This is an optimization exercise on Yosys and OpenROAD, whose aim is small area and a short achievable clock period, not a production implementation.
In this exercise RTL edits were held to simulation tests only and were not proved equivalent to the original.

==> job 7855: inputs <==
Design CPU, start of the top module:
module CPU(
	input  reset                        ,
	input  clk                          ,
	output [31:0] imem_addr             ,
	input  [31:0] imem_data             ,
	output        dmem_re               ,
	output        dmem_we               ,
	output [31:0] dmem_addr             ,
	output [31:0] dmem_wdata            ,
	input  [31:0] dmem_rdata
);
==> flow/config.mk <==
export PLATFORM = sky130hd
export DESIGN_NAME = CPU
export DESIGN_NICKNAME = CPU
export VERILOG_FILES = /design/flow/design.v
export SDC_FILE = /design/flow/constraint.sdc
export NUM_CORES = 4
export LEC_CHECK = 0
export CAP_MARGIN = 0
export CORE_MARGIN = 2
export CORE_UTILIZATION = 50
export CTS_BUF_LIST = sky130_fd_sc_hd__clkbuf_8
export CTS_CLUSTER_DIAMETER = 50
export CTS_CLUSTER_SIZE = 14
export PLACE_DENSITY = 0.6
export SLEW_MARGIN = 0
export SYNTH_HIERARCHICAL = 1
export SYNTH_MINIMUM_KEEP_SIZE = 0
==> flow/constraint.sdc <==
create_clock -name core_clock -period 13.0 [get_ports {clk}]
set_input_delay 2.6000 -clock core_clock [delete_from_list [all_inputs] [get_ports {clk}]]
set_output_delay 2.6000 -clock core_clock [all_outputs]
set_load 0.01 [all_outputs]
standard.sh (not shown) runs the stock make flow with config.mk's settings and CLKGATE_MAP_FILE= SYNTH_SCRIPT=/design/flow/synth_recipe.tcl, a recipe that flattens the netlist after the stock synthesis.
==> flow/flow/run.sh <==
#!/bin/bash
# The standard layout (the standard.sh, with the standard synthesis), with
# two changes to how the layout is optimised; the clock period and the
# constraints are the design's:
# - a larger setup margin for the resizer's timing repair, so that it keeps
#   improving the critical paths beyond what the clock period requires;
# - the port buffers (every input and output still gets one) are buf_4
#   instead of the default clkdlybuf4s50_1 delay cell.
set -euo pipefail
export SETUP_SLACK_MARGIN=8
export BUFFER_PORTS_ARGS="-inputs -outputs -buffer_cell sky130_fd_sc_hd__buf_4"
bash standard.sh > standard_flow.log 2>&1
==> job 1732 (differences from job 7855) <==
--- a/flow/design.v
+++ b/flow/design.v
@@ -1,12 +1,10 @@
 module ALU(
 	input [32 -1:0] in1      ,
 	input [32 -1:0] in2      ,
-	input [32 -1:0] ma       ,
-	input [32 -1:0] mb       ,
 	input [11 -1:0] ALUSel   ,
 	input Sign               ,
 	output [32 -1:0] rest     ,
 	output [32 -1:0] prod
 );
 	wire sub = ALUSel[1] | ALUSel[2];
 	wire [32:0] sum = {1'b0, in1} + {1'b0, in2 ^ {32{sub}}} + {32'd0, sub};
@@ -24,15 +22,15 @@
 	wire fill = ALUSel[9] & in2[31];
 	wire [63:0] sh_ext = {{32{fill}}, sh_in};
 	wire [31:0] sh = sh_ext >> in1[4:0];
 	always @(*)
 		for (k = 0; k < 32; k = k + 1)
 			sh_r[k] = sh[31 - k];
 	wire [31:0] shout = left ? sh_r : sh;
-	MUL32LO mul1(.a(ma), .b(mb), .p(prod));
+	MUL32LO mul1(.a(in1), .b(in2), .p(prod));
 	assign rest = ({32{ALUSel[0] | ALUSel[1]}} & sum[31:0])
 	                 | {31'd0, ALUSel[2] & lt}
 	                 | ({32{ALUSel[3]}} & (in1 & in2))
 	                 | ({32{ALUSel[4]}} & (in1 | in2))
 	                 | ({32{ALUSel[5]}} & ~(in1 | in2))
 	                 | ({32{ALUSel[6]}} & (in1 ^ in2))
 	                 | ({32{ALUSel[7] | ALUSel[8] | ALUSel[9]}} & shout);
@@ -2734,15 +2732,15 @@
 	reg        IFID_fA1, IFID_fB1, IFID_fA2, IFID_fB2;  
 	reg  [31:0] IFID_rd1, IFID_rd2;                      
 	reg        IDEX_MemRead, IDEX_MemWrite, IDEX_RegWrite;
 	reg  [1:0] IDEX_MemtoReg;
 	reg  [4:0] IDEX_wr;
 	reg [10:0] IDEX_ALUSel;
 	reg        IDEX_Sign;
-	reg  [31:0] IDEX_in1, IDEX_in2, IDEX_ma, IDEX_mb, IDEX_sd;
+	reg  [31:0] IDEX_in1, IDEX_in2, IDEX_sd;
 	reg        IDEX_sfx;
 	reg        EXMEM_MemRead, EXMEM_MemWrite, EXMEM_RegWrite;
 	reg  [1:0] EXMEM_MemtoReg;
 	reg  [4:0] EXMEM_wr;
 	reg  [31:0] EXMEM_ALU_out, EXMEM_wdata;
 	reg        MEMWB_RegWrite;
 	reg  [4:0] MEMWB_wr;
@@ -2844,50 +2842,54 @@
 	             (IFID_Branch == 3'b010 && ~Zero) ||
 	             (IFID_Branch == 3'b011 && (Zero || lt_s)) ||
 	             (IFID_Branch == 3'b100 && ~Zero && ~lt_u) ||
 	             (IFID_Branch == 3'b101 && lt_u);
 	wire [15:0] imm = IFID_Instruction[15:0];
 	wire [31:0] Branch_dest = IFID_PC_plus_4 + {{14{imm[15]}}, imm, 2'b00};
 	wire [31:0] Jump_target = {IFID_PC_plus_4[31:28], IFID_Instruction[25:0], 2'b00};
-	wire [31:0] Seq_target = ((Branch != 3'b000) || PCSrc == 2'b01 || PCSrc == 2'b10) ?
-	                         32'hffeeffff : PC_plus_4;
-	wire [31:0] PC_other = stall ? PC :
-	                       (IFID_PCSrc == 2'b00) ? Seq_target :
-	                       (IFID_PCSrc == 2'b01) ? Jump_target :
-	                       IFID_rd1;
-	assign PC_next = (taken && ~stall) ? Branch_dest : PC_other;
+	wire [31:0] PC_id = (IFID_PCSrc == 2'b00) ? (taken ? Branch_dest : PC_plus_4) :
+	                    (IFID_PCSrc == 2'b01) ? Jump_target : IFID_rd1;
+	wire seq_id = (IFID_PCSrc == 2'b00) && ~taken;
+	wire bj_if = (Branch != 3'b000) || PCSrc == 2'b01 || PCSrc == 2'b10;
+	wire bubble = seq_id && bj_if;
+	wire [31:0] PC_nb = bubble ? 32'hffeeffff : PC_id;
+	genvar q;
+	generate
+		for (q = 0; q < 32; q = q + 1) begin : pcmux
+			MUX2 m(.s(stall), .a0(PC_nb[q]), .a1(PC[q]), .y(PC_next[q]));
+		end
+	endgenerate
 	wire [10:0] ALUSel;
 	wire Sign;
 	ALUControl alu_control1(
 		.ALUOp  (IFID_ALUOp            ),
 		.Funct  (IFID_Instruction[5:0] ),
 		.ALUSel (ALUSel                ),
 		.Sign   (Sign                  )
 	);
 	wire [31:0] LU_out = IFID_LuOp ? {imm, 16'h0000} :
 	                     {IFID_ExtOp ? {16{imm[15]}} : 16'h0000, imm};
-	wire [31:0] Mem_rd = EXMEM_MemRead ? dmem_rdata : 32'h00000000;
 	wire n_c1 = ~IFID_ALUSrc1 && EXMEM_MemRead && (EXMEM_wr != 5'd0) && (EXMEM_wr == rs);
 	wire n_c2 = ~IFID_ALUSrc1 && EXMEM_RegWrite && (EXMEM_wr != 5'd0) && (EXMEM_wr == rs) &&
 	            ((IDEX_wr != rs) || ~IDEX_RegWrite);
 	wire n_c3 = ~IFID_ALUSrc1 && IDEX_RegWrite && (IDEX_wr != 5'd0) && (IDEX_wr == rs);
 	wire n_d1 = ~IFID_ALUSrc2 && EXMEM_MemRead && (EXMEM_wr != 5'd0) && (EXMEM_wr == rt);
 	wire n_d2 = ~IFID_ALUSrc2 && EXMEM_RegWrite && (EXMEM_wr != 5'd0) && (EXMEM_wr == rt) &&
 	            ((IDEX_wr != rt) || ~IDEX_RegWrite);
 	wire n_d3 = ~IFID_ALUSrc2 && IDEX_RegWrite && (IDEX_wr != 5'd0) && (IDEX_wr == rt);
 	wire fx1 = ~n_c1 & ~n_c2 & n_c3;
 	wire fx2 = ~n_d1 & ~n_d2 & n_d3;
 	wire [31:0] op1 = n_c1 ? dmem_rdata : n_c2 ? EXMEM_ALU_out :
 	                  IFID_ALUSrc1 ? {27'h0, IFID_Instruction[10:6]} : Databus1_brc;
 	wire [31:0] op2 = n_d1 ? dmem_rdata : n_d2 ? EXMEM_ALU_out :
 	                  IFID_ALUSrc2 ? LU_out : Databus2_brc;
-	wire mul = ALUSel[10];
 	wire link = (IFID_MemtoReg == 2'b10);
+	wire sd_ld = IFID_MemWrite && (EXMEM_wr != 5'd0) && (EXMEM_wr == rt);
 	wire [31:0] sd = link ? IFID_PC_plus_4 :
-	                 (IFID_MemWrite && (EXMEM_wr != 5'd0) && (EXMEM_wr == rt)) ? Mem_rd :
+	                 sd_ld ? (EXMEM_MemRead ? dmem_rdata : 32'h00000000) :
 	                 Databus2_brc;
 	wire sfx = IFID_MemWrite && (IDEX_wr != 5'd0) && (IDEX_wr == rt);
 	always @(posedge reset or posedge clk)
 		if (reset) begin
 			IDEX_MemRead <= 1'b0;
 			IDEX_MemWrite <= 1'b0;
 			IDEX_RegWrite <= 1'b0;
@@ -2896,53 +2898,46 @@
 		end else begin
 			IDEX_MemRead <= IFID_MemRead;
 			IDEX_MemWrite <= IFID_MemWrite;
 			IDEX_RegWrite <= IFID_RegWrite;
 			IDEX_MemtoReg <= IFID_MemtoReg;
 			IDEX_wr <= IFID_wr;
 		end
-	wire mfx1 = mul & fx1;
-	wire mfx2 = mul & fx2;
+	wire mul_ex = IDEX_ALUSel[10];
+	wire pfx1 = mul_ex & fx1;
+	wire pfx2 = mul_ex & fx2;
 	wire [31:0] t1 = fx1 ? ALU_rest : op1;
 	wire [31:0] t2 = fx2 ? ALU_rest : op2;
-	wire [31:0] u1 = mfx1 ? ALU_rest : mul ? op1 : 32'd0;
-	wire [31:0] u2 = mfx2 ? ALU_rest : mul ? op2 : 32'd0;
-	wire [31:0] in1_next, in2_next, ma_next, mb_next;
+	wire [31:0] in1_next, in2_next;
 	genvar g;
 	generate
 		for (g = 0; g < 32; g = g + 1) begin : tail
-			OR2  o_out(.a(ALU_prod[g]), .b(ALU_rest[g]), .y(ALU_out[g]));
-			A21O o_in1(.a(fx1),  .b(ALU_prod[g]), .c(t1[g]), .y(in1_next[g]));
-			A21O o_in2(.a(fx2),  .b(ALU_prod[g]), .c(t2[g]), .y(in2_next[g]));
-			A21O o_ma (.a(mfx1), .b(ALU_prod[g]), .c(u1[g]), .y(ma_next[g]));
-			A21O o_mb (.a(mfx2), .b(ALU_prod[g]), .c(u2[g]), .y(mb_next[g]));
+			A21O o_out(.a(mul_ex), .b(ALU_prod[g]), .c(ALU_rest[g]), .y(ALU_out[g]));
+			A21O o_in1(.a(pfx1),   .b(ALU_prod[g]), .c(t1[g]), .y(in1_next[g]));
+			A21O o_in2(.a(pfx2),   .b(ALU_prod[g]), .c(t2[g]), .y(in2_next[g]));
 		end
 	endgenerate
 	always @(posedge clk) begin
 		IDEX_ALUSel <= ALUSel;
 		IDEX_Sign <= Sign;
 		IDEX_in1 <= in1_next;
 		IDEX_in2 <= in2_next;
-		IDEX_ma <= ma_next;
-		IDEX_mb <= mb_next;
 		IDEX_sd <= sd;
 		IDEX_sfx <= sfx;
 	end
 	ALU alu1(
 		.in1    (IDEX_in1   ),
 		.in2    (IDEX_in2   ),
-		.ma     (IDEX_ma    ),
-		.mb     (IDEX_mb    ),
 		.ALUSel (IDEX_ALUSel),
 		.Sign   (IDEX_Sign  ),
 		.rest   (ALU_rest   ),
 		.prod   (ALU_prod   )
 	);
 	wire [31:0] wb_next = (EXMEM_MemtoReg == 2'b00) ? EXMEM_ALU_out :
-	                      (EXMEM_MemtoReg == 2'b01) ? Mem_rd : EXMEM_wdata;
+	                      (EXMEM_MemtoReg == 2'b01) ? dmem_rdata : EXMEM_wdata;
 	always @(posedge reset or posedge clk)
 		if (reset) begin
 			EXMEM_MemRead <= 1'b0;
 			EXMEM_MemWrite <= 1'b0;
 			EXMEM_RegWrite <= 1'b0;
 			EXMEM_MemtoReg <= 2'b00;
 			EXMEM_wr <= 5'd0;
@@ -2964,13 +2959,13 @@
 		MEMWB_wb <= wb_next;
 	end
 	assign dmem_re    = EXMEM_MemRead;
 	assign dmem_we    = EXMEM_MemWrite;
 	assign dmem_addr  = EXMEM_ALU_out;
 	assign dmem_wdata = EXMEM_wdata;
 endmodule
-module OR2(input a, input b, output y);
-	assign y = a | b;
+module MUX2(input s, input a0, input a1, output y);
+	assign y = s ? a1 : a0;
 endmodule
 module A21O(input a, input b, input c, output y);
 	assign y = (a & b) | c;
 endmodule
==> comparison table <==
metric	job 1732	job 7855
Estimated wirelength of the detail-placed design	239500 um	239600 um
Highest cell delay on the worst timing path	0.49 ns	0.47 ns
Avg Vias per Cell	7.129	7.044
Maximum number of pins on one net before global-route repair	65	72
Count of inverters not on the clock network in the layout	122	126
Number of cells on the critical path	21	22
Worst Tran Pin Value	1.214 ns	1.449 ns
Run status	no timing/DRC/antenna violations	no timing/DRC/antenna violations
Clock network share of area	2.961%	3.213%
Antenna violations before repair	21	28
Number of DRC markers after the initial detailed-route iteration	12.66k	11.86k
First drt pass iteration count	13	14
Final weighted congestion in routability-driven placement	0.9812	0.9857
Starting Density	50.27%	50.27%
R2R Path Start	IDEX_in2[14]	IDEX_mb[13]
Global-route wire length before repair	506600 um	513300 um
Share of layout cells above drive strength 1	26.45%	24.39%
Post-CTS Setup Inserts	222	216
Hold_ws	0.3587 ns	0.3578 ns
Worst clock skew on the final layout	0.05076 ns	0.07570 ns
# Taps	2204	2310

static timing again, ports no longer ideal:
The results above use ideal ports. As a check the final layouts listed here were re-extracted and re-timed, cells and wires unchanged.
Step 1 sets driving cells, clkbuf_16 on the clock port and buf_2 on the other inputs (assumed; they add their load-dependent delay and slew).
Step 2 moves the port delays by t, midway between the first and last clock arrival at a register: inputs arrive t later, outputs are due t later. That takes back most of the time a late clock gives input paths.
Slacks: ideal ports / drivers / drivers and shift; pairs: ideal ports / drivers.
run | t (ns) | slack for setup (ns) | worst setup path at the end | clock arrival spread, ns | worst data-port slew with drivers (ns)
job 7855 | 1.050 | 7.774 / 7.774 / 7.201 | input to register | 0.079 / 0.079 | 0.29
job 1732 | 1.023 | 7.489 / 7.489 / 6.920 | input to register | 0.064 / 0.064 | 0.11
After both steps setup and hold are still met in every run listed. The setup slack of job 7855, which loses most, moves by 0.000 ns with the drivers and by -0.573 ns with both steps.
